From an optimization exercise on the open Yosys and OpenROAD flow, aimed at small area; shortcuts taken in it are not production practice.
Function was checked by simulation only, so behaviour that the tests miss may differ from the original.
In every run shown here, the design's own scripts or RTL, not TritonCTS, make the clock network.
No driver is modelled on the clock port, so clock power and skew are understated where the tree is cut down; a real chip needs a root buffer or a tree.
Power and IR drop assume default switching activity.

==> design/flow/config.mk <==
export PLATFORM = sky130hd
export DESIGN_NAME = level
export DESIGN_NICKNAME = level
export VERILOG_FILES = /design/flow/design.v
export SDC_FILE = /design/flow/constraint.sdc
export NUM_CORES = 4
export LEC_CHECK = 0
export ABC_AREA = 1
export CAP_MARGIN = 20
export CORE_MARGIN = 2
export CORE_UTILIZATION = 40
export SLEW_MARGIN = 20
==> design/flow/flow/run.sh <==
#!/bin/bash
# Own layout flow: the standard ORFS flow (standard.sh), with
#  - synthesis mapping with an area-oriented ABC script (flow/abc_area.script:
#    fraig, then six rounds of dch and the &nf area-recovering mapper) in
#    place of ORFS's abc_area.script; the rest of the synthesis (registers
#    included) is the standard one,
#  - clock tree synthesis without dummy loads, with clkbuf_4 clusters, after
#    which flow/post_cts.tcl (ORFS's POST_CTS_TCL hook) replaces the tree by
#    four clkbuf_16 buffers driven by the clock port, one per quadrant,
#  - the port buffers made with buf_1.
# Each step's full output goes to a log file in this folder.
set -euo pipefail
W=$(pwd)
rm -rf "$W/scripts_abc"
cp -r "$FLOW_HOME/scripts" "$W/scripts_abc"
cp "$W/flow/abc_area.script" "$W/scripts_abc/abc_area.script"

bash standard.sh "SCRIPTS_DIR=$W/scripts_abc" synth > "$W/synth.log" 2>&1

CTS="-sink_clustering_enable -repair_clock_nets -dont_use_dummy_load"
CTS="$CTS -sink_clustering_size 25 -sink_clustering_max_diameter 60"
CTS="$CTS -buf_list sky130_fd_sc_hd__clkbuf_4"
bash standard.sh "CTS_ARGS=$CTS" "POST_CTS_TCL=$W/flow/post_cts.tcl" \
  "BUFFER_PORTS_ARGS=-buffer_cell sky130_fd_sc_hd__buf_1" finish > "$W/layout.log" 2>&1
==> design/flow/flow/abc_area.script <==
strash
&get -n
&fraig -x
&put
dc2
strash
&get -n
&dch -f
&nf -R 1000
&put
strash
dc2
&get -n
&dch -f
&nf -R 1000
&put
strash
dc2
&get -n
&dch -f
&nf -R 1000
&put
strash
dc2
&get -n
&dch -f
&nf -R 1000
&put
strash
dc2
&get -n
&dch -f
&nf -R 1000
&put
strash
dc2
&get -n
&dch -f
&nf -R 1000
&put
==> design/flow/flow/post_cts.tcl <==
# Rebuild the clock tree: the clock port drives four clkbuf_16 buffers, each
# driving the flip-flops of one quadrant of the core (split at the median x,
# then at the median y of each half). Runs after ORFS's clock tree synthesis,
# whose buffers it replaces, and legalises the placement again.
set db [ord::get_db]
set block [ord::get_db_block]
set clk_net [$block findNet clk]
set bufm [$db findMaster sky130_fd_sc_hd__clkbuf_16]

# flip-flop clock pins
set sinks {}
foreach inst [$block getInsts] {
  set mname [[$inst getMaster] getName]
  if { [string match "sky130_fd_sc_hd__df*" $mname] } {
    set it [$inst findITerm CLK]
    if { $it ne "NULL" && $it ne "" } {
      set loc [$inst getLocation]
      lappend sinks [list $it [lindex $loc 0] [lindex $loc 1]]
    }
  }
}
puts "post_cts: [llength $sinks] flip-flop clock pins"

# remove the existing clock buffers and their nets
foreach inst [$block getInsts] {
  set mname [[$inst getMaster] getName]
  if { [string match "sky130_fd_sc_hd__clkbuf_*" $mname] } {
    set onet ""
    foreach it [$inst getITerms] {
      if { [$it isOutputSignal] } { set onet [$it getNet] }
    }
    odb::dbInst_destroy $inst
    if { $onet ne "" && $onet ne "NULL" && [$onet getName] ne "clk" } {
      foreach it [$onet getITerms] { $it disconnect }
      odb::dbNet_destroy $onet
    }
  }
}
foreach s $sinks { [lindex $s 0] disconnect }

proc median { l } {
  set l [lsort -integer $l]
  return [lindex $l [expr { [llength $l] / 2 }]]
}
set mx [median [lmap s $sinks { lindex $s 1 }]]
set halves [list {} {}]
foreach s $sinks {
  set h [expr { [lindex $s 1] < $mx ? 0 : 1 }]
  lset halves $h [concat [lindex $halves $h] [list $s]]
}
set groups {}
foreach h $halves {
  set my [median [lmap s $h { lindex $s 2 }]]
  set lo {}; set hi {}
  foreach s $h { if { [lindex $s 2] < $my } { lappend lo $s } else { lappend hi $s } }
  lappend groups $lo $hi
}
set i 0
foreach g $groups {
  set sx 0; set sy 0
  foreach s $g { incr sx [lindex $s 1]; incr sy [lindex $s 2] }
  set n [llength $g]
  set inst [odb::dbInst_create $block $bufm "clkbuf_q$i"]
  set net [odb::dbNet_create $block "clknet_q$i"]
  $net setSigType CLOCK
  [$inst findITerm A] connect $clk_net
  [$inst findITerm X] connect $net
  foreach s $g { [lindex $s 0] connect $net }
  $inst setLocation [expr { $sx / $n }] [expr { $sy / $n }]
  $inst setPlacementStatus PLACED
  puts "post_cts: clkbuf_q$i drives $n flip-flops"
  incr i
}
detailed_placement
check_placement -verbose
estimate_parasitics -placement
report_clock_skew
==> design/flow/constraint.sdc <==
create_clock -name core_clock -period 20.0 [get_ports {clk}]
set_input_delay 4.0000 -clock core_clock [delete_from_list [all_inputs] [get_ports {clk}]]
set_output_delay 4.0000 -clock core_clock [all_outputs]
set_load 0.01 [all_outputs]
==> design/flow/standard.sh <==
#!/bin/bash
# synth_recipe.tcl (not shown) runs the flow's synth.tcl, then flattens the netlist and writes it again
# the make line also repeats each setting of config.mk as NAME=value (left out here)
make -C /OpenROAD-flow-scripts/flow DESIGN_CONFIG=/design/flow/config.mk WORK_HOME=/design/flow/orfs CLKGATE_MAP_FILE= SYNTH_SCRIPT=/design/flow/synth_recipe.tcl "${@:-finish}"
==> design/flow/design.v <==
module level_fsm (
  input wire          clk_i,
  input wire          reset_i,
  input wire          i2c_busy_i,
  input wire          i2c_rxak_i,
  input wire          i2c_arb_lost_i,
  input wire          i2c_write_done_i,
  input wire          i2c_data_out_valid_i,
  input wire  [4:0]   i2c_data_out_i,
  output wire         i2c_req_o,
  output wire         i2c_wr_phase_o,
  output wire         error_led_o,
  output reg  [8:0]   led_o
);
localparam [3:0]
  ENSURE_BUSY_1     = 4'd12,
  ASSIGN_WRITE_2    = 4'd6,
  ASSERT_WRITE_3    = 4'd9,
  WAIT_FOR_BUSY_4   = 4'd11,
  WAIT_FOR_DONE_5   = 4'd15,
  VERIFY_6          = 4'd1,
  ENSURE_BUSY_7     = 4'd10,
  ASSIGN_WRITE_8    = 4'd4,
  ASSERT_READ_9     = 4'd7,
  WAIT_FOR_BUSY_10  = 4'd3,
  WAIT_FOR_VALID_11 = 4'd5,
  VERIFY_12         = 4'd2,
  LED_OPERATION_13  = 4'd8,
  ERROR             = 4'd0;
reg [3:0] state;
assign i2c_req_o      = state == ASSERT_WRITE_3 || state == ASSERT_READ_9;
assign i2c_wr_phase_o = state == WAIT_FOR_BUSY_4 || state == WAIT_FOR_DONE_5;
assign error_led_o = state == ERROR;
reg  signed [4:0] led_c;
integer m;
always @(*)
  for (m = 0; m < 9; m = m + 1)
    led_o[m] = (led_c >= 6 - 2 * m) && (led_c <= 8 - 2 * m);
always @(posedge clk_i) begin
  if (reset_i) begin
    state <= ENSURE_BUSY_1;
    led_c <= 5'sd15;
  end
  else begin
    case (state)
      ENSURE_BUSY_1:     if (!i2c_busy_i) state <= ASSIGN_WRITE_2;
      ASSIGN_WRITE_2:    state <= ASSERT_WRITE_3;
      ASSERT_WRITE_3:    state <= WAIT_FOR_BUSY_4;
      WAIT_FOR_BUSY_4:   if (i2c_busy_i) state <= WAIT_FOR_DONE_5;
      WAIT_FOR_DONE_5:   if (i2c_write_done_i) state <= VERIFY_6;
      VERIFY_6:          state <= (!i2c_arb_lost_i && !i2c_rxak_i) ? ENSURE_BUSY_7 : ERROR;
      ENSURE_BUSY_7:     if (!i2c_busy_i) state <= ASSIGN_WRITE_8;
      ASSIGN_WRITE_8:    state <= ASSERT_READ_9;
      ASSERT_READ_9:     state <= WAIT_FOR_BUSY_10;
      WAIT_FOR_BUSY_10:  if (i2c_busy_i) state <= WAIT_FOR_VALID_11;
      WAIT_FOR_VALID_11: if (i2c_data_out_valid_i) state <= VERIFY_12;
      VERIFY_12:         state <= (!i2c_arb_lost_i && i2c_rxak_i) ? LED_OPERATION_13 : ERROR;
      LED_OPERATION_13:  begin
                           led_c <= i2c_data_out_i;
                           state <= ENSURE_BUSY_7;
                         end
      ERROR:             state <= ERROR;
      default:           state <= ENSURE_BUSY_1;
    endcase
  end
end
endmodule
module i2c_interface (
  input        clk,
  input        rst,
  input        mst_scl_in,
  input        mst_sda_in,
  output       mst_scl_out,
  output       mst_sda_out,
  output       mst_sda_oe,
  output       mst_scl_oe,
  output [4:0] mst_data_out,      
  output       i2c_busy,
  output       i2c_rxak,
  output       i2c_arb_lost,
  input        mst_req,           
  input        mst_wr_phase,      
  output       mst_write_done,
  output       mst_data_out_valid
);
  localparam [3:0]
    IDLE_ST           = 4'h0,
    START_GEN0_ST     = 4'h1,
    WRITE_CMDBYTE0_ST = 4'h2,
    WRITE_DAT0_ST     = 4'h3,
    START_GEN1_ST     = 4'h4,
    WRITE_CMDBYTE1_ST = 4'h5,
    RESTART_ST        = 4'h6,
    WRITE_DAT2_ST     = 4'h7,
    STOP_GEN_ST       = 4'h8,
    DONE_ST           = 4'h9;
  localparam [2:0] MB_00 = 3'd0, MB_D0 = 3'd1, MB_C0 = 3'd2, MB_F0 = 3'd5,
                   MB_E4 = 3'd6, MB_E8 = 3'd7;
  reg [2:0] mbcr_c;
  wire men = mbcr_c != MB_00;
  wire mb5 = mbcr_c == MB_F0 || mbcr_c == MB_E4 || mbcr_c == MB_E8;
  wire mb4 = mbcr_c == MB_D0 || mbcr_c == MB_F0;
  wire mb3 = mbcr_c == MB_E8;
  wire mb2 = mbcr_c == MB_E4;
  reg  [3:0] current_st;
  reg  [3:0] next_st;
  reg  [7:0] MIDR;
  reg  [1:0] mbcr_write0;
  reg        xfer_complete1, xfer_complete2;
  reg  [1:0] uc_wr_st, uc_rd_data0;
  wire       uc_wr_data, uc_wr_fall;
  reg  [4:0] data_out0;
  wire       write_p, read_p, wr_rd_p;
  wire       mcf, mbb, rxak;
  wire [4:0] MODR;
  wire       uc_rd_data = uc_rd_data0[1];
  wire       mbcr_wr = mbcr_write0[1];
  wire load_xfer = xfer_complete2;
  wire fall = xfer_complete1;
  wire i2c_read = ~mb4;
  assign i2c_rxak = rxak;
  assign i2c_busy = mbb;
  assign i2c_arb_lost = 1'b0;
  assign mst_scl_oe = ~mst_scl_out;
  assign mst_sda_oe = ~mst_sda_out;
  reg [3:0] req_d;
  always @(posedge clk)
    if (rst) req_d <= 4'b0000;
    else req_d <= {req_d[2:0], mst_req};
  assign wr_rd_p = req_d[3];
  assign write_p = wr_rd_p & mst_wr_phase;
  assign read_p = wr_rd_p & ~mst_wr_phase;
  i2c_core u_core (
    .clk(clk), .men(men), .msta_in(mb5), .mtx(mb4), .txak(mb3), .rsta(mb2),
    .mbcr_wr(mbcr_wr), .uc_rd_data(uc_rd_data), .uc_wr_data(uc_wr_data), .uc_wr_fall(uc_wr_fall),
    .MIDR(MIDR), .sda_in(mst_sda_in), .scl_in(mst_scl_in),
    .MODR(MODR), .sda_out(mst_sda_out), .scl_out(mst_scl_out),
    .mcf(mcf), .mbb(mbb), .rxak(rxak));
  always @(posedge clk)
    if (rst) current_st <= IDLE_ST;
    else     current_st <= next_st;
  always @(*) begin
    next_st = IDLE_ST;
    case (current_st)
      IDLE_ST:
        if (write_p) next_st = START_GEN0_ST;
        else if (read_p) next_st = START_GEN1_ST;
        else next_st = IDLE_ST;
      START_GEN0_ST:
        if (wr_rd_p) next_st = STOP_GEN_ST;
        else if (mcf) next_st = WRITE_CMDBYTE0_ST;
        else next_st = START_GEN0_ST;
      START_GEN1_ST:
        if (wr_rd_p) next_st = STOP_GEN_ST;
        else if (mcf) next_st = WRITE_CMDBYTE1_ST;
        else next_st = START_GEN1_ST;
      WRITE_CMDBYTE0_ST:
        if (wr_rd_p) next_st = STOP_GEN_ST;
        else if (mcf) next_st = WRITE_DAT0_ST;
        else next_st = WRITE_CMDBYTE0_ST;
      WRITE_CMDBYTE1_ST:
        if (wr_rd_p) next_st = STOP_GEN_ST;
        else if (mcf) next_st = RESTART_ST;
        else next_st = WRITE_CMDBYTE1_ST;
      WRITE_DAT0_ST:
        if (wr_rd_p || mcf) next_st = STOP_GEN_ST;
        else next_st = WRITE_DAT0_ST;
      RESTART_ST:
        if (mcf) next_st = WRITE_DAT2_ST;
        else next_st = RESTART_ST;
      WRITE_DAT2_ST:
        if (wr_rd_p || mcf) next_st = STOP_GEN_ST;
        else next_st = WRITE_DAT2_ST;
      STOP_GEN_ST:
        if (!mcf) next_st = DONE_ST;
        else next_st = STOP_GEN_ST;
      DONE_ST:
        if (!mbb) next_st = IDLE_ST;
        else next_st = DONE_ST;
      default: next_st = IDLE_ST;
    endcase
  end
  wire st_idle  = current_st == IDLE_ST;
  wire st_sg0   = current_st == START_GEN0_ST;
  wire st_sg1   = current_st == START_GEN1_ST;
  wire st_cmd0  = current_st == WRITE_CMDBYTE0_ST;
  wire st_cmd1  = current_st == WRITE_CMDBYTE1_ST;
  wire st_dat0  = current_st == WRITE_DAT0_ST;
  wire st_rest  = current_st == RESTART_ST;
  wire st_dat2  = current_st == WRITE_DAT2_ST;
  wire st_stop  = current_st == STOP_GEN_ST;
  assign mst_write_done = st_dat0 && mcf;
  assign mst_data_out_valid = i2c_read && st_stop && fall;
  localparam [2:0] MI_00 = 3'd1, MI_D0 = 3'd0, MI_D1 = 3'd5, MI_6B = 3'd3, MI_3D = 3'd7;
  reg [2:0] midr_c;
  always @(posedge clk)
    if (rst) midr_c <= MI_00;
    else if (wr_rd_p) midr_c <= MI_D0;
    else if (st_rest) midr_c <= MI_D1;
    else if (st_cmd0) midr_c <= MI_6B;
    else if (st_cmd1) midr_c <= MI_3D;
    else if (st_dat0) midr_c <= MI_00;
  always @(*)
    case (midr_c)
      MI_D0:   MIDR = 8'hD0;
      MI_D1:   MIDR = 8'hD1;
      MI_6B:   MIDR = 8'h6B;
      MI_3D:   MIDR = 8'h3D;
      default: MIDR = 8'h00;
    endcase
  always @(posedge clk)
    if (rst) mbcr_c <= MB_00;
    else if ((st_dat0 || st_cmd0) && wr_rd_p) mbcr_c <= MB_D0;
    else if ((st_cmd1 || st_dat2) && wr_rd_p) mbcr_c <= MB_C0;
    else if (st_sg0 || st_sg1)                mbcr_c <= MB_F0;
    else if (st_rest && !mcf)                 mbcr_c <= MB_E4;
    else if (st_rest)                         mbcr_c <= MB_E8;
    else if (st_dat2 && mcf)                  mbcr_c <= MB_C0;
    else if (st_dat0 && mcf)                  mbcr_c <= MB_D0;
  always @(posedge clk)
    if (rst) mbcr_write0 <= 2'b00;
    else if ((st_dat0 || st_cmd0 || st_cmd1 || st_dat2) && wr_rd_p) mbcr_write0 <= 2'b11;
    else if (st_idle && wr_rd_p) mbcr_write0 <= 2'b11;
    else if (st_cmd1 && mcf) mbcr_write0 <= 2'b11;
    else if ((st_dat2 || st_dat0) && mcf) mbcr_write0 <= 2'b11;
    else mbcr_write0 <= {mbcr_write0[0], 1'b0};
  always @(posedge clk)
    if (rst) begin
      xfer_complete1 <= 1'b0;
      xfer_complete2 <= 1'b0;
    end else begin
      xfer_complete1 <= mcf;
      xfer_complete2 <= xfer_complete1;
    end
  localparam [1:0] UW_IDLE = 2'd1, UW_H1 = 2'd0, UW_H2 = 2'd2, UW_FELL = 2'd3;
  always @(posedge clk)
    if (rst) uc_wr_st <= UW_IDLE;
    else if ((st_cmd1 || st_sg0 || st_sg1) && !wr_rd_p && mcf) uc_wr_st <= UW_H1;
    else if (st_dat0 && load_xfer) uc_wr_st <= UW_H1;
    else if (uc_wr_st == UW_H1) uc_wr_st <= UW_H2;
    else if (uc_wr_st == UW_H2) uc_wr_st <= UW_FELL;
    else uc_wr_st <= UW_IDLE;
  assign uc_wr_data = uc_wr_st == UW_H1 || uc_wr_st == UW_H2;
  assign uc_wr_fall = uc_wr_st == UW_FELL;
  always @(posedge clk)
    if (rst) uc_rd_data0 <= 2'b00;
    else if (st_dat2 && load_xfer) uc_rd_data0 <= 2'b11;
    else uc_rd_data0 <= {uc_rd_data0[0], 1'b0};
  always @(posedge clk)
    if (rst) data_out0 <= 5'd0;
    else if (st_dat2 && mcf) data_out0 <= MODR;
  assign mst_data_out = data_out0;
endmodule
module i2c_core (
  input            clk,
  input            men,
  input            msta_in,
  input            mtx,
  input            txak,
  input            rsta,
  input            mbcr_wr,
  input            uc_rd_data,
  input            uc_wr_data,
  input            uc_wr_fall,
  input      [7:0] MIDR,
  input            sda_in,
  input            scl_in,
  output reg [4:0] MODR,
  output reg       sda_out,
  output reg       scl_out,
  output reg       mcf,
  output reg       mbb,
  output reg       rxak
);
  localparam integer T_HIGH = 30, T_LOW = 65, T_HD_START = 30, T_SU_START = 30,
                     T_HD_DATA = 15, T_SU_STOP = 30, T_BUF = 65;
  localparam [2:0] ST_SCL_IDLE = 3'd6, ST_SCL_START = 3'd4, ST_SCL_LOW_EDGE = 3'd7,
             ST_SCL_WAIT_uC = 3'd3, ST_SCL_LOW = 3'd0, ST_SCL_HIGH_EDGE = 3'd2,
             ST_SCL_HIGH = 3'd5, ST_SCL_STOP_WAIT = 3'd1;
  localparam [1:0] ST_SLV_SCL_IDLE = 2'd0, ST_SLV_SCL_HOLD_SDA = 2'd1,
             ST_SLV_SCL_WAIT_uC = 2'd2, ST_SLV_SCL_STOP_WAIT = 2'd3;
  localparam [3:0] ST_I2C_IDLE = 4'd14, ST_I2C_HEADER = 4'd0, ST_I2C_ACK_HEADER = 4'd6,
             ST_I2C_RCV_DATA = 4'd8, ST_I2C_ACK_DATA = 4'd12, ST_I2C_XMIT_DATA = 4'd10,
             ST_I2C_WAIT_ACK = 4'd2, ST_I2C_STOP = 4'd3, ST_I2C_NONE = 4'd5;
  localparam BYTE_CNT = 4'd7;
  localparam XFER_DONE = 4'd8;
  wire rst = ~men;
  reg  msta, mstaS0, mstaS1;
  reg  master;
  reg  genStart, genStart1, genStop;
  reg  detect_start_pulse;
  reg  mbcr_wr1, mbcr_wr2;
  reg  rep_start;
  reg  arb_lost;
  reg  [3:0] bitCount;
  reg  bitCountClr;
  reg  [6:0] mclkCount;
  reg  mclkCountClr;
  reg  [10:0] sclkCount;
  reg  sclkCountClr;
  reg  [2:0] mscl_state, mscl_next_state;
  reg  [1:0] sscl_state, sscl_next_state;
  reg  [3:0] i2c_state, i2c_next_state;
  wire i_idle = i2c_state == ST_I2C_IDLE;
  wire i_head = i2c_state == ST_I2C_HEADER;
  wire i_ackh = i2c_state == ST_I2C_ACK_HEADER;
  wire i_rcv  = i2c_state == ST_I2C_RCV_DATA;
  wire i_ackd = i2c_state == ST_I2C_ACK_DATA;
  wire i_xmit = i2c_state == ST_I2C_XMIT_DATA;
  wire i_wack = i2c_state == ST_I2C_WAIT_ACK;
  wire i_stop = i2c_state == ST_I2C_STOP;
  reg  sdaOutNext, sdaOutMaster;
  reg  sdaOutSlave, sdaOutSlaveNext;
  reg  sclOutNext, sclOutSlave;
  reg  sdaIn_0, sdaIn_1, sdaIn_int, sclIn_0, sclIn_1, sclIn_int;
  reg  sclIn_int_p1, sdaIn_int_p1, sda_next_p1;
  reg  [7:0] shiftReg;
  reg  wait_uc, wait_uc_next;
  reg  sdaIn_2, sdaIn_3;
  wire sda_cnt_limit = (sdaIn_2 ^ sda_next_p1) & (sdaIn_3 ^ sda_next_p1);
  wire sda_next = sda_cnt_limit ? sdaIn_1 : sda_next_p1;
  always @(posedge clk)
    if (rst) begin
      sdaIn_0 <= 1'b1; sdaIn_1 <= 1'b1; sdaIn_2 <= 1'b1; sdaIn_3 <= 1'b1;
      sdaIn_int <= 1'b1; sda_next_p1 <= 1'b1;
    end else begin
      sdaIn_0 <= sda_in; sdaIn_1 <= sdaIn_0; sdaIn_2 <= sdaIn_1; sdaIn_3 <= sdaIn_2;
      sdaIn_int <= sda_next_p1;
      sda_next_p1 <= sda_next;
    end
  reg  sclIn_2, sclIn_3;
  wire scl_cnt_limit = (sclIn_2 ^ sclIn_int) & (sclIn_3 ^ sclIn_int);
  wire scl_next = scl_cnt_limit ? sclIn_1 : sclIn_int;
  always @(posedge clk)
    if (rst) begin
      sclIn_0 <= 1'b1; sclIn_1 <= 1'b1; sclIn_2 <= 1'b1; sclIn_3 <= 1'b1;
      sclIn_int <= 1'b1;
    end else begin
      sclIn_0 <= scl_in; sclIn_1 <= sclIn_0; sclIn_2 <= sclIn_1; sclIn_3 <= sclIn_2;
      sclIn_int <= scl_next;
    end
  always @(posedge clk)
    if (rst) begin
      sclIn_int_p1 <= 1'b1;
      sdaIn_int_p1 <= 1'b1;
    end else begin
      sclIn_int_p1 <= sclIn_int;
      sdaIn_int_p1 <= sdaIn_int;
    end
  wire sclPosedge = ~sclIn_int_p1 & sclIn_int;
  wire sclNegedge = sclIn_int_p1 & ~sclIn_int;
  wire sdaPosedge = ~sdaIn_int_p1 & sdaIn_int;
  wire sdaNegedge = sdaIn_int_p1 & ~sdaIn_int;
  wire sdaInData = sdaIn_int;
  reg  sdaIn_int_p2;
  always @(posedge clk)
    if (rst) sdaIn_int_p2 <= 1'b1;
    else sdaIn_int_p2 <= sdaIn_int_p1;
  wire detectStartS0 = sdaIn_int_p2 & ~sdaIn_int_p1 & sclIn_int_p1;
  wire detectStopS0 = ~sdaIn_int_p2 & sdaIn_int_p1 & sclIn_int_p1;
  always @(posedge clk)
    if (rst | arb_lost) msta <= 1'b0;
    else if (mbcr_wr1) msta <= msta_in;
  always @(posedge clk)
    if (rst) begin mstaS0 <= 1'b0; mstaS1 <= 1'b0; end
    else begin mstaS0 <= msta; mstaS1 <= mstaS0; end
  wire mstaPosedge = ~mstaS1 & mstaS0;
  wire mstaNegedge = mstaS1 & ~mstaS0;
  always @(posedge clk)
    if (rst) genStart <= 1'b0;
    else if (mstaPosedge) genStart <= 1'b1;
    else if (detectStartS0) genStart <= 1'b0;
  always @(posedge clk)
    if (rst) genStart1 <= 1'b0;
    else genStart1 <= genStart;
  always @(posedge clk)
    if (rst) genStop <= 1'b0;
    else if ((mstaNegedge || i_stop) && ~arb_lost) genStop <= 1'b1;
    else if (detectStopS0) genStop <= 1'b0;
  always @(posedge clk)
    if (rst) master <= 1'b0;
    else if (~mbb) master <= msta;
  always @(posedge clk)
    if (rst) mscl_state <= ST_SCL_IDLE;
    else mscl_state <= mscl_next_state;
  wire shiftOut = shiftReg[7];
  always @(posedge clk)
    if (rst) sdaOutMaster <= 1'b1;
    else if (i_head || i_xmit) sdaOutMaster <= shiftOut;
    else if (mclkCount >= T_HD_DATA && i_ackd) sdaOutMaster <= txak;
    else sdaOutMaster <= 1'b1;
  always @(posedge clk)
    if (rst) mclkCount <= 7'd0;
    else if (mclkCountClr) mclkCount <= 7'd0;
    else mclkCount <= mclkCount + 7'd1;
  always @(posedge clk)
    if (rst) sda_out <= 1'b1;
    else sda_out <= master ? sdaOutNext : sdaOutSlaveNext;
  always @(posedge clk)
    if (rst) scl_out <= 1'b1;
    else scl_out <= master ? sclOutNext : sclOutSlave;
  always @(*) begin
    mscl_next_state = ST_SCL_IDLE;
    mclkCountClr = 1'b1;
    sclOutNext = 1'b1;
    sdaOutNext = sda_out;
    case (mscl_state)
      ST_SCL_IDLE: begin
        sdaOutNext = 1'b1;
        if (master & ~mbb & genStart) mscl_next_state = ST_SCL_START;
        else mscl_next_state = ST_SCL_IDLE;
      end
      ST_SCL_START: begin
        mclkCountClr = 1'b0;
        sdaOutNext = 1'b0;
        if (mclkCount == (T_HD_START-1)) mscl_next_state = ST_SCL_LOW_EDGE;
        else mscl_next_state = ST_SCL_START;
      end
      ST_SCL_LOW_EDGE: begin
        sclOutNext = 1'b0;
        if (i_ackd || i_ackh || i_wack)
          mscl_next_state = ST_SCL_WAIT_uC;
        else
          mscl_next_state = ST_SCL_LOW;
      end
      ST_SCL_WAIT_uC: begin
        sclOutNext = 1'b0;
        if (genStop | uc_rd_data | uc_wr_data) mscl_next_state = ST_SCL_LOW;
        else mscl_next_state = ST_SCL_WAIT_uC;
      end
      ST_SCL_LOW: begin
        mclkCountClr = 1'b0;
        sclOutNext = 1'b0;
        if (mclkCount >= (T_HD_DATA-1)) begin
          if (genStop) sdaOutNext = 1'b0;
          else if (rep_start | arb_lost) sdaOutNext = 1'b1;
          else sdaOutNext = sdaOutMaster;
        end
        if (mclkCount == (T_LOW-1)) begin
          if ((bitCount == BYTE_CNT) && arb_lost) mscl_next_state = ST_SCL_IDLE;
          else mscl_next_state = ST_SCL_HIGH_EDGE;
        end
        else mscl_next_state = ST_SCL_LOW;
      end
      ST_SCL_HIGH_EDGE: begin
        if (sclIn_int) mscl_next_state = ST_SCL_HIGH;
        else mscl_next_state = ST_SCL_HIGH_EDGE;
      end
      ST_SCL_HIGH: begin
        mclkCountClr = 1'b0;
        if (genStop) begin
          if (mclkCount == (T_SU_STOP-1)) begin
            mclkCountClr = 1'b1;
            sdaOutNext = 1'b1;
            mscl_next_state = ST_SCL_STOP_WAIT;
          end
          else mscl_next_state = ST_SCL_HIGH;
        end
        else if (rep_start) begin
          if (mclkCount == (T_SU_START-1)) begin
            mclkCountClr = 1'b1;
            mscl_next_state = ST_SCL_START;
          end
          else mscl_next_state = ST_SCL_HIGH;
        end
        else if (mclkCount == (T_HIGH-1)) mscl_next_state = ST_SCL_LOW_EDGE;
        else mscl_next_state = ST_SCL_HIGH;
      end
      ST_SCL_STOP_WAIT: begin
        mclkCountClr = 1'b0;
        if (mclkCount == (T_BUF-1)) mscl_next_state = ST_SCL_IDLE;
        else mscl_next_state = ST_SCL_STOP_WAIT;
      end
    endcase
  end
  wire addrMatch = (hkmp == 3'd7);
  always @(posedge clk)
    if (rst) sscl_state <= ST_SLV_SCL_IDLE;
    else sscl_state <= sscl_next_state;
  always @(posedge clk)
    if (rst) sdaOutSlave <= 1'b1;
    else if (i_xmit) sdaOutSlave <= shiftOut;
    else if ((addrMatch && sclkCount >= T_HD_DATA && i_ackh) ||
             (sclkCount >= T_HD_DATA && i_ackd)) sdaOutSlave <= txak;
    else sdaOutSlave <= 1'b1;
  always @(posedge clk)
    if (rst) sclkCount <= 11'd0;
    else if (sclkCountClr) sclkCount <= 11'd0;
    else sclkCount <= sclkCount + 11'd1;
  always @(*) begin
    sscl_next_state = ST_SLV_SCL_IDLE;
    sclkCountClr = 1'b1;
    sclOutSlave = 1'b1;
    sdaOutSlaveNext = sda_out;
    wait_uc_next = wait_uc;
    case (sscl_state)
      ST_SLV_SCL_IDLE: begin
        sdaOutSlaveNext = sdaOutSlave;
        if (~master && ((i_ackh && addrMatch) || i_ackd) ||
            (i_wack && ~sdaInData))
          sclkCountClr = 1'b0;
        if (~master && sclNegedge && ((i_ackh && addrMatch && hbit) ||
            i_ackd || (i_wack && ~sdaInData))) begin
          sscl_next_state = ST_SLV_SCL_HOLD_SDA;
          sclkCountClr = 1'b1;
          wait_uc_next = 1'b1;
        end
        else if (~master && sclNegedge && (i_ackh && addrMatch && ~hbit)) begin
          sscl_next_state = ST_SLV_SCL_HOLD_SDA;
          sclkCountClr = 1'b1;
        end
        else sscl_next_state = ST_SLV_SCL_IDLE;
      end
      ST_SLV_SCL_WAIT_uC: begin
        sclOutSlave = 1'b0;
        wait_uc_next = 1'b0;
        if (uc_rd_data || i_idle) sscl_next_state = ST_SLV_SCL_IDLE;
        else if (uc_wr_data) sscl_next_state = ST_SLV_SCL_STOP_WAIT;
        else sscl_next_state = ST_SLV_SCL_WAIT_uC;
      end
      ST_SLV_SCL_HOLD_SDA: begin
        sclOutSlave = 1'b0;
        sclkCountClr = 1'b0;
        if (sclkCount == T_HD_DATA) begin
          sdaOutSlaveNext = 1'b1;
          if (wait_uc) sscl_next_state = ST_SLV_SCL_WAIT_uC;
          else sscl_next_state = ST_SLV_SCL_IDLE;
        end
        else sscl_next_state = ST_SLV_SCL_HOLD_SDA;
      end
      ST_SLV_SCL_STOP_WAIT: begin
        sclOutSlave = 1'b0;
        sclkCountClr = 1'b0;
        if (sclkCount == T_HD_DATA) sscl_next_state = ST_SLV_SCL_IDLE;
        else sscl_next_state = ST_SLV_SCL_STOP_WAIT;
      end
      default: sscl_next_state = ST_SLV_SCL_IDLE;
    endcase
  end
  always @(posedge clk)
    if (rst) wait_uc <= 1'b0;
    else wait_uc <= wait_uc_next;
  always @(posedge clk)
    if (rst | detectStopS0) i2c_state <= ST_I2C_IDLE;
    else i2c_state <= i2c_next_state;
  always @(posedge clk)
    if (rst) detect_start_pulse <= 1'b0;
    else if (sdaNegedge & sclIn_int) detect_start_pulse <= 1'b1;
    else if (sclPosedge) detect_start_pulse <= 1'b0;
  always @(posedge clk)
    if (rst) bitCount <= 4'd0;
    else if (bitCountClr & sclNegedge) bitCount <= 4'd0;
    else if (!detect_start_pulse & sclNegedge) bitCount <= bitCount + 4'd1;
  always @(*) begin
    i2c_next_state = ST_I2C_NONE;
    bitCountClr = 1'b1;
    case (i2c_state)
      ST_I2C_IDLE: begin
        if (sclNegedge && detect_start_pulse) i2c_next_state = ST_I2C_HEADER;
        else i2c_next_state = ST_I2C_IDLE;
      end
      ST_I2C_HEADER: begin
        bitCountClr = 1'b0;
        if (detectStopS0) i2c_next_state = ST_I2C_IDLE;
        else if (bitCount == BYTE_CNT && sclNegedge) i2c_next_state = ST_I2C_ACK_HEADER;
        else i2c_next_state = ST_I2C_HEADER;
      end
      ST_I2C_ACK_HEADER: begin
        if (arb_lost | detectStopS0) i2c_next_state = ST_I2C_IDLE;
        else if (~sdaInData && sclNegedge) begin
          if (master) begin
            if (mtx) i2c_next_state = ST_I2C_XMIT_DATA;
            else i2c_next_state = ST_I2C_RCV_DATA;
          end
          else if (addrMatch) begin
            if (hbit) i2c_next_state = ST_I2C_XMIT_DATA;
            else i2c_next_state = ST_I2C_RCV_DATA;
          end
          else i2c_next_state = ST_I2C_IDLE;
        end
        else if (sdaInData && sclNegedge) begin
          if (master) i2c_next_state = ST_I2C_STOP;
          else i2c_next_state = ST_I2C_IDLE;
        end
        else i2c_next_state = ST_I2C_ACK_HEADER;
      end
      ST_I2C_RCV_DATA: begin
        if ((rep_start && master) || detectStartS0) bitCountClr = 1'b1;
        else bitCountClr = 1'b0;
        if (detectStopS0) i2c_next_state = ST_I2C_IDLE;
        else if ((rep_start && master && sclNegedge) || detectStartS0) i2c_next_state = ST_I2C_HEADER;
        else if (bitCount == BYTE_CNT && sclNegedge) i2c_next_state = ST_I2C_ACK_DATA;
        else i2c_next_state = ST_I2C_RCV_DATA;
      end
      ST_I2C_ACK_DATA: begin
        if (detectStopS0) i2c_next_state = ST_I2C_IDLE;
        else if (sclNegedge) i2c_next_state = ST_I2C_RCV_DATA;
        else i2c_next_state = ST_I2C_ACK_DATA;
      end
      ST_I2C_XMIT_DATA: begin
        if ((rep_start && master) || detectStartS0) bitCountClr = 1'b1;
        else bitCountClr = 1'b0;
        if (detectStopS0) i2c_next_state = ST_I2C_IDLE;
        else if ((rep_start && master && sclNegedge) || detectStartS0) i2c_next_state = ST_I2C_HEADER;
        else if (bitCount == BYTE_CNT && sclNegedge) i2c_next_state = ST_I2C_WAIT_ACK;
        else i2c_next_state = ST_I2C_XMIT_DATA;
      end
      ST_I2C_WAIT_ACK: begin
        if (arb_lost | detectStopS0) i2c_next_state = ST_I2C_IDLE;
        else if (~sdaInData && sclNegedge) i2c_next_state = ST_I2C_XMIT_DATA;
        else if (sdaInData && sclNegedge) begin
          if (master) i2c_next_state = ST_I2C_STOP;
          else i2c_next_state = ST_I2C_IDLE;
        end
        else i2c_next_state = ST_I2C_WAIT_ACK;
      end
      ST_I2C_STOP: begin
        if (sclNegedge) i2c_next_state = ST_I2C_IDLE;
      end
      default: ;
    endcase
  end
  reg [2:0] hkmp;
  reg       hbit;
  reg [2:0] hkmp_next;
  always @(*)
    case (hkmp)
      3'd0: hkmp_next = hbit ? 3'd1 : 3'd0;
      3'd1: hkmp_next = hbit ? 3'd2 : 3'd0;
      3'd2: hkmp_next = hbit ? 3'd2 : 3'd3;
      3'd3: hkmp_next = hbit ? 3'd4 : 3'd0;
      3'd4: hkmp_next = hbit ? 3'd2 : 3'd5;
      3'd5: hkmp_next = hbit ? 3'd1 : 3'd6;
      3'd6: hkmp_next = hbit ? 3'd1 : 3'd7;
      default: hkmp_next = hbit ? 3'd1 : 3'd0;
    endcase
  always @(posedge clk)
    if (rst) begin
      hkmp <= 3'd0;
      hbit <= 1'b0;
    end else if (i_head & sclNegedge) begin
      hkmp <= hkmp_next;
      hbit <= sdaInData;
    end
  wire shiftRegEn = ((i_head && master) || i_rcv ||
                     i_xmit) && !rep_start;
  always @(posedge clk)
    if (rst) shiftReg <= 8'd0;
    else if ((~genStart1 && genStart) | uc_wr_fall) shiftReg <= MIDR;
    else if (shiftRegEn & sclNegedge) shiftReg <= {shiftReg[6:0], sdaInData};
  wire pos_over = ~shiftReg[7] & (shiftReg[6:3] != 4'b0000);
  wire neg_over = shiftReg[7] & (shiftReg[6:3] != 4'b1111);
  wire [4:0] shiftCode = pos_over ? 5'b00111 : neg_over ? 5'b10111 : shiftReg[4:0];
  always @(posedge clk)
    if (rst) MODR <= 5'd0;
    else if (i_ackd || i_wack) MODR <= shiftCode;
  always @(posedge clk)
    if (rst || (mscl_state == ST_SCL_IDLE)) arb_lost <= 1'b0;
    else if (master && ~arb_lost && sclPosedge &&
             (i_idle || i_head ||
              i_xmit || i_ackd))
      arb_lost <= (sda_out != sdaIn_int);
  always @(posedge clk)
    if (rst) mcf <= 1'b0;
    else mcf <= (bitCount == XFER_DONE) && sclNegedge;
  always @(posedge clk)
    if (rst) begin mbcr_wr1 <= 1'b0; mbcr_wr2 <= 1'b0; end
    else begin mbcr_wr1 <= mbcr_wr; mbcr_wr2 <= ~mbcr_wr && mbcr_wr1; end
  always @(posedge clk)
    if (rst | (i_head && sclNegedge)) rep_start <= 1'b0;
    else if (mbcr_wr2 && rsta) rep_start <= 1'b1;
    else if (detectStopS0) rep_start <= 1'b0;
  always @(posedge clk)
    if (rst) mbb <= 1'b0;
    else if (detectStartS0) mbb <= 1'b1;
    else if (detectStopS0) mbb <= 1'b0;
  always @(posedge clk)
    if (rst) rxak <= 1'b1;
    else if ((i_ackh || i_ackd || i_wack) && sclNegedge)
      rxak <= sdaInData;
endmodule
module level (
  input wire          clk,
  input wire          reset_i,
  output wire         sda_oe,
  output wire         sda_o,
  input  wire         sda_i,
  output wire         scl_oe,
  output wire         scl_o,
  input  wire         scl_i,
  output wire         error_led_o,
  output wire [8:0]   led_o
);
  wire        i2c_busy;
  wire        i2c_rxak;
  wire        i2c_arb_lost;
  wire        i2c_write_done;
  wire        i2c_data_out_valid;
  wire [4:0]  i2c_data_out;
  wire        i2c_req;
  wire        i2c_wr_phase;
  level_fsm level_inst (
    .clk_i (clk),
    .reset_i (~reset_i),
    .i2c_busy_i (i2c_busy),
    .i2c_rxak_i (i2c_rxak),
    .i2c_arb_lost_i (i2c_arb_lost),
    .i2c_write_done_i (i2c_write_done),
    .i2c_data_out_valid_i (i2c_data_out_valid),
    .i2c_data_out_i (i2c_data_out),
    .i2c_req_o (i2c_req),
    .i2c_wr_phase_o (i2c_wr_phase),
    .error_led_o (error_led_o),
    .led_o (led_o)
  );
  i2c_interface u_i2c_interface (
    .clk (clk),
    .rst (~reset_i),
    .mst_scl_in (scl_i),
    .mst_sda_in (sda_i),
    .mst_scl_out (scl_o),
    .mst_sda_out (sda_o),
    .mst_sda_oe (sda_oe),
    .mst_scl_oe (scl_oe),
    .mst_data_out (i2c_data_out),
    .i2c_busy (i2c_busy),
    .i2c_rxak (i2c_rxak),
    .i2c_arb_lost (i2c_arb_lost),
    .mst_req (i2c_req),
    .mst_wr_phase (i2c_wr_phase),
    .mst_write_done (i2c_write_done),
    .mst_data_out_valid (i2c_data_out_valid)
  );
endmodule
==> reports/metrics.csv, run 1 <==
metric,value,unit
status,no timing/DRC/antenna violations,
synth top area cells,"dfxtp_1 (46%), nor2_1 (7.0%), a21oi_1 (5.8%), o21ai_0 (5.5%), nand2_1 (5.1%)",
Util after Layout,44.3,%
total track usage,17.7,%
layout cell share with drive strength beyond 1,1.35,%
mux contribution to synthesized area,0,%
CP Cell Sequence,or3_1 > a211oi_1 > buf_1,
IO Count,18,
PnR Total Power,0.394,mW
Tmin final,5.35,ns
RR Startpoint,u_i2c_interface.u_core.i2c_state[1],
Critical Path Max Stage Delay,0.40,ns
Fmax,187,MHz
Max Slew Vio Count,0,
post-synthesis compound-gate area fraction,21.4,%
async set-reset flop share out of synthesis,0,%
Syn Area/Cell,8.01,µm²
Clock Sinks,118,
Die H,117,µm
DR iter-0 viols,555,
drt drc,0,
vias in the first global route,4260,
Synth Area in Simple Gates,27.8,%
initial antenna violation count,0,
Hold WC Path Type,reg2reg,
"antenna viol nets, final",0,
Tcrit/Tclk final,26.7,%
num rows,41,
synthesized area,0.00515,mm²
Post-Synth Adder-Cell Area,1.70,%
"Area growth, synth to finish",8.04,%
largest family of logic cells by synthesized area,simple AND/OR/NAND/NOR gates,
RSZ-0062 raised after global routing,no,
skew final,0.0162,ns
WL final,12.3,mm
worst r2r dst,u_i2c_interface.u_core.shiftReg[4],
Hold Fails Final Rpt,0,
n_diodes,0,
M1 WL,5.86,mm
endpoint type of the worst setup path,primary output,
crit path DAT,1.35,ns
Startpoint Class,register,
total gr overflow,0,
"Setup violations, final",0,
Synthesized Nets,654,
vias per cell,5.57,
DP Wirelength,8.80,mm
Max-cap violations,0,
CP Data Required Time,16.00,ns
hold worst-path end,u_i2c_interface.u_core.sclIn_1,
leakage,1.83,nW
"EDFF count, synth",0,
Tightest Pin Transition,0.955,ns
starting density of the core,41.0,%
filler instances,1281,
register area,0.00236,mm²
Vias,4678,
cell taking the most area after synthesis,dfxtp_1,
buffers added on ports,17,
Synth Instances,643,
Yosys warnings,3,
"slowest stage cell, crit path",or3_1,
worst-path fanout max,7,
pwr/cell area,70.8,mW/mm²
area of the multi-input gates,0.00272,mm²
xor and xnor area share after synthesis,1.70,%
Core Area,0.0126,mm²
nets@finish,681,
post-synthesis sequential area ratio,45.9,%
highest metal used,met4,
Peak VDD IR,0.0000414,V
RePlAce Congestion,0.917,
Yosys reg bits,118,
Netlist cell types,43,
hold depth,1,
cells on worst reg2reg path,7,
Main synth FF type,dfxtp_1,
Die ar.,0.0138,mm²
reg-to-reg setup timing slack,17.20,ns
"Reg clk slew, reported paths",0.11,ns
top cell family by delay on the critical path,simple AND/OR/NAND/NOR gates,
Slew HR,35.8,%
Yosys top cell area share,45.9,%
met2 WL,5.71,mm
Die X,117,µm
first-pass GRT wire length,20.6,mm
Setup TNS,0,ns
Pre-antenna DRT Iters,5,
Final Non-Filler Cells,840,
placed cells,836,
Clock Latency Late Sink,0.18,ns
Avg WL per Cell,14.7,µm
worst path bufs/invs,1,
met3 routed WL,489,µm
kind of critical path,reg2out,
largest net degree at the start of global routing,41,
HP Start,u_i2c_interface.u_core.sclIn_0,
metrics by stage:
step,cell area (µm²),hold WS (ns),worst slack (ns)
3_3_place_gp,5460,0.395,14.81
3_5_place_dp,5460,0.396,14.72
5_1_grt,5560,0.444,14.55
6_report,5560,0.418,14.65
2_1_floorplan,5150,0.383,14.91
where the power goes:
part           leakage, nW  internal [mW]  total, mW  switching [mW]
clock network       0.0493         0.0372     0.0960          0.0588
logic                0.833         0.0163     0.0411          0.0248
registers            0.953          0.242      0.257          0.0149
total                 1.83          0.296      0.394          0.0985
synthesized netlist by cell type (2+ instances only):
| master | number |
|---|---|
| ha_1 | 7 |
| nor4_1 | 7 |
| nor2b_1 | 8 |
| nand2_1 | 70 |
| o211ai_1 | 3 |
| nor3_1 | 44 |
| o311ai_0 | 3 |
| and2_0 | 12 |
| a311oi_1 | 4 |
| clkinv_1 | 20 |
| and3_1 | 10 |
| nor2_1 | 96 |
| or2_0 | 2 |
| o21ai_0 | 57 |
| a31oi_1 | 13 |
| xnor2_1 | 4 |
| a221oi_1 | 4 |
| dfxtp_1 | 118 |
| a22oi_1 | 3 |
| xor2_1 | 6 |
| or4_1 | 2 |
| o221a_1 | 4 |
| o31ai_1 | 6 |
| nand4_1 | 6 |
| a32oi_1 | 3 |
| or3_1 | 6 |
| nand2b_1 | 19 |
| nand3b_1 | 3 |
| nand3_1 | 15 |
| o22ai_1 | 4 |
| nor3b_1 | 4 |
| a21oi_1 | 60 |
| a211oi_1 | 8 |
| a21o_1 | 3 |
cell usage in the layout, fill, tap and decap left out, types with 8 or more instances in the layout:
master / instances
nand3_1: 15
dfxtp_1: 118
nor3_1: 43
nor2_1: 96
and3_1: 10
nand2b_1: 19
and2_0: 12
a211oi_1: 8
nand2_1: 70
buf_1: 17
o21ai_0: 57
a31oi_1: 13
a21oi_1: 60
nor2b_1: 8
clkinv_1: 20
flip-flops by register name, summed over array words and instances, names as in the netlist, 3 cells and up:
name                               count
u_i2c_interface.current_st             4
u_i2c_interface.req_d                  4
u_i2c_interface.mbcr_c                 3
level_inst.led_c                       5
u_i2c_interface.u_core.i2c_state       4
u_i2c_interface.u_core.bitCount        4
u_i2c_interface.midr_c                 3
level_inst.state                       4
u_i2c_interface.u_core.shiftReg        8
u_i2c_interface.data_out0              5
u_i2c_interface.u_core.sclkCount      11
u_i2c_interface.u_core.MODR            5
u_i2c_interface.u_core.mscl_state      3
u_i2c_interface.u_core.mclkCount       7
u_i2c_interface.u_core.hkmp            3
kinds of logic after synthesis:
kind of cell | count (synthesis)
and+or+nand+nor | 305
AOI/OAI and AO/OA | 183
DFF | 118
buffers and inverters | 20
xor gates and xnor gates | 10
adders and majority gates | 7
area by class of cell:
cell class | count | area share (%)
Timing Repair Buffer | 21 | 1.69
Tap cell | 172 | 3.87
Sequential cell | 118 | 42.5
Inverter | 20 | 1.35
Buffer | 4 | 1.80
Multi-Input combinational cell | 505 | 48.8
how the worst max path moves through the flow:
stage                              startpoint                             end  slack, ns  cells past startpoint
after floorplan           level_inst.led_c[1]                        led_o[0]      14.91                      2
after global placement                reset_i  u_i2c_interface.uc_rd_data0[1]      14.81                      5
after detailed placement              reset_i  u_i2c_interface.uc_rd_data0[1]      14.72                      5
after global routing      level_inst.led_c[1]                        led_o[0]      14.55                      3
final                     level_inst.led_c[1]                        led_o[0]      14.65                      3
layer usage:
metal / GRT usage, % / vias to the layer above
met4: 5.20 / 0
met1: 24.1 / 2178
li1: - / 2373
met5: 0 / -
met3: 2.62 / 21
met2: 29.3 / 106
worst reg2reg max path, cell delays in order, from the launching register on:
cell and delay, ns:
dfxtp_1 0.42, nor4_1 0.86, a21oi_1 0.15, or3_1 0.40, nand2_1 0.30, o31ai_1 0.19, a221oi_1 0.28, nor2_1 0.08
==> run 2: changes to the inputs <==
--- a/design/flow/design.v
+++ b/design/flow/design.v
@@ -192,5 +192,5 @@
   assign mst_write_done = st_dat0 && mcf;
   assign mst_data_out_valid = i2c_read && st_stop && fall;
-  localparam [2:0] MI_00 = 3'd1, MI_D0 = 3'd0, MI_D1 = 3'd5, MI_6B = 3'd3, MI_3D = 3'd7;
+  localparam [2:0] MI_00 = 3'd0, MI_D0 = 3'd2, MI_D1 = 3'd1, MI_6B = 3'd7, MI_3D = 3'd3;
   reg [2:0] midr_c;
   always @(posedge clk)
==> run 2 against run 1 <==
Net effect: still clean on timing, DRC and antenna; synthesized area is 0.61% lower; clock power hardly changed; synthesized cell count is 0.93% lower; global-route usage is 1.2 points higher; routed wire length is 0.54% lower; critical path type unchanged; highest routed layer unchanged.
==> reports/metrics.csv, run 2 <==
metric,value,unit,change
Peak VDD IR,0.0000423,V,+2.0%
Fmax,186,MHz,-0.59%
Die X,117,µm,-0.29%
Setup TNS,0,ns,unchanged
post-synthesis compound-gate area fraction,20.3,%,-1.1 points
highest metal used,met4,,
Startpoint Class,register,,
status,no timing/DRC/antenna violations,,
met3 routed WL,341,µm,-30%
Reg power frac,64.9,%,-0.3 points
"Reg clk slew, reported paths",0.11,ns,about the same
met2 WL,5.83,mm,+2.0%
Biggest register,u_i2c_interface.u_core.sclkCount,,
Max-cap violations,0,,unchanged
hold depth,1,,unchanged
vias in the first global route,4252,,-0.19%
IO Count,18,,unchanged
cell internal pwr,0.295,mW,-0.18%
Vias,4621,,-1.2%
Die H,117,µm,-0.29%
Max Slew Vio Count,0,,unchanged
largest family of logic cells by synthesized area,simple AND/OR/NAND/NOR gates,,
Synthesized Nets,648,,-0.92%
Synth Area in Simple Gates,28.3,%,+0.44 points
async set-reset flop share out of synthesis,0,%,unchanged
Hold Fails Final Rpt,0,,unchanged
Hold WC Path Type,reg2reg,,
"commonest non-fill, non-tap cell in the layout",dfxtp_1,,
endpoint type of the worst setup path,primary output,,
CP Data Required Time,16.00,ns,about the same
starting density of the core,40.7,%,-0.25 points
Tcrit/Tclk final,26.9,%,+0.16 points
Netlist cell types,47,,+9.3%
Tmin final,5.38,ns,+0.0317 ns
power share of the clock group,24.4,%,about the same
Core Area,0.0126,mm²,unchanged
M1 WL,5.99,mm,+2.3%
register area,0.00236,mm²,unchanged
Avg WL per Cell,14.7,µm,about the same
WL final,12.3,mm,-0.54%
xor and xnor area share after synthesis,1.54,%,-0.16 points
Post-Synth Adder-Cell Area,1.71,%,+0.010 points
synth top area cells,"dfxtp_1 (46%), nor2_1 (7.1%), o21ai_0 (4.9%), nand2_1 (4.8%), a21oi_1 (4.6%)",,
drt drc,0,,unchanged
Yosys top cell area share,46.2,%,+0.28 points
largest net degree at the start of global routing,32,,-22%
placed inst area,0.00544,mm²,-0.44%
Clock Latency Late Sink,0.18,ns,about the same
Pre-antenna DRT Iters,4,,-1
"Setup violations, final",0,,unchanged
filler instances,1304,,+1.8%
Die ar.,0.0137,mm²,-0.59%
initial antenna violation count,0,,unchanged
Tightest Pin Transition,0.827,ns,-0.128 ns
first-pass GRT wire length,20.7,mm,+0.77%
skew final,0.0128,ns,-0.00334 ns
n_diodes,0,,unchanged
Yosys warnings,3,,unchanged
post-synthesis sequential area ratio,46.2,%,+0.28 points
"Area growth, synth to finish",8.24,%,
max reg flops,11,,unchanged
Logic pwr share,10.7,%,+0.3 points
P_sw,0.0987,mW,+0.23%
"EDFF count, synth",0,,unchanged
kind of critical path,reg2out,,
num rows,41,,unchanged
Yosys reg bits,118,,unchanged
biggest regs,"u_i2c_interface.u_core.sclkCount x11, u_i2c_interface.u_core.shiftReg x8, u_i2c_interface.u_core.mclkCount x7",,
Main synth FF type,dfxtp_1,,
crit path DAT,1.38,ns,+0.03 ns
cell taking the most area after synthesis,dfxtp_1,,
pwr/cell area,71.1,mW/mm²,+0.35%
Slew HR,44.5,%,+8.7 points
RePlAce Congestion,0.961,,+4.8%
Syn Area/Cell,8.03,µm²,+0.33%
DP Wirelength,9.10,mm,+3.4%
leakage,1.83,nW,-0.19%
"antenna viol nets, final",0,,unchanged
mux contribution to synthesized area,0,%,unchanged
DR iter-0 viols,319,,-43%
layout cell share with drive strength beyond 1,1.51,%,+0.16 points
Clock Sinks,118,,unchanged
synthesized area,0.00512,mm²,-0.61%
Synth Instances,637,,-0.93%
worst-path fanout max,7,,unchanged
RSZ-0062 raised after global routing,no,,
"count leader, synth",dfxtp_1,,
total gr overflow,0,,unchanged
cells on worst reg2reg path,10,,+3
synth cell count leaders,"dfxtp_1 (118), nor2_1 (97), nand2_1 (66)",,
vias per cell,5.53,,-0.63%
Net Sw Frac,25.1,%,+0.077 points
area of the multi-input gates,0.00266,mm²,-2.1%
nets@finish,676,,-0.73%
total track usage,18.9,%,+1.2 points
buffers added on ports,17,,unchanged
most frequent cells in the layout,"dfxtp_1 (118), nor2_1 (97), nand2_1 (66)",,
Util after Layout,44.1,%,-0.19 points
final instance area,0.00554,mm²,-0.43%
## run 2: path summary, 6_finish.rpt
| kind | slack [ns] | from | end |
|---|---|---|---|
| hold reg to reg | 0.42 | u_i2c_interface.u_core.sclIn_0 | u_i2c_interface.u_core.sclIn_1 |
| hold / removal | 0.42 | u_i2c_interface.u_core.sclIn_0 | u_i2c_interface.u_core.sclIn_1 |
| setup reg to reg | 17.34 | u_i2c_interface.u_core.i2c_state[1] | u_i2c_interface.u_core.sclkCount[7] |
| setup / recovery | 14.62 | level_inst.led_c[1] | led_o[0] |
## run 2: per-layer routing
layer  track usage, %  vias up
met5                0        -
met4             3.92        0
met3             3.09        6
met2             32.3       73
met1             25.4     2173
li1                 -     2369
## run 2: final cells by class
class	count	share of cell area (%)
Multi-Input combinational cell	492	48.0
Sequential cell	118	42.6
Tap cell	172	3.89
Timing Repair Buffer	22	1.83
Inverter	27	1.83
Buffer	4	1.81
## run 2: critical path, cell delays in order, from the launching register on
cell and delay [ns]:
dfxtp_1 0.37, or3_1 0.40, a211oi_1 0.26, buf_1 0.18
## run 2: kinds of logic after synthesis
logic type	Yosys count
xor gates and xnor gates	9
buffers and inverters	27
and+or+nand+nor	307
AOI/OAI and AO/OA	169
DFF	118
adders and majority gates	7
## run 2: power groups by stage
stage / logic (mW) / clock network, mW / registers (mW)
3_3_place_gp: 0.0413 / 0 / 0.260
5_1_grt: 0.0478 / 0.109 / 0.258
3_5_place_dp: 0.0422 / 0 / 0.261
2_1_floorplan: 0.0319 / 0 / 0.258
6_report: 0.0419 / 0.0963 / 0.256
## run 2: stage by stage
step	total power [mW]	setup WS, ns	cells	hold WS (ns)
6_report	0.394	14.62	835	0.417
5_1_grt	0.414	14.54	835	0.443
3_5_place_dp	0.303	14.83	831	0.392
3_3_place_gp	0.301	14.88	831	0.388
2_1_floorplan	0.289	14.91	637	0.383

## static timing again, ports no longer ideal
The results above use ideal ports. As a check the final layouts listed here were re-extracted and re-timed, cells and wires unchanged. Step 1 (the two cells are an assumption about what drives the block):
set clk [get_ports {clk}]
set_driving_cell -lib_cell sky130_fd_sc_hd__clkbuf_16 $clk
set_driving_cell -lib_cell sky130_fd_sc_hd__buf_2 [delete_from_list [all_inputs] $clk]
Step 2 times the ports against the registers' clock, not the clock port: input delays grow and output delays shrink by t, the midpoint of the rising clock arrivals with the driver on. Slacks: ideal / step 1 / step 2; pairs: ideal / step 1.
run	t, ns	slack for setup (ns)	hold WS [ns]	worst setup path after step 2	latest minus earliest clock arrival (ns)
run 1	0.254	14.653 / 14.566 / 14.743	0.418 / 0.418 / 0.418	input to register	0.016 / 0.016
run 2	0.248	14.621 / 14.544 / 14.793	0.417 / 0.417 / 0.417	register to output	0.013 / 0.013
After both steps setup and hold are still met in every run listed.
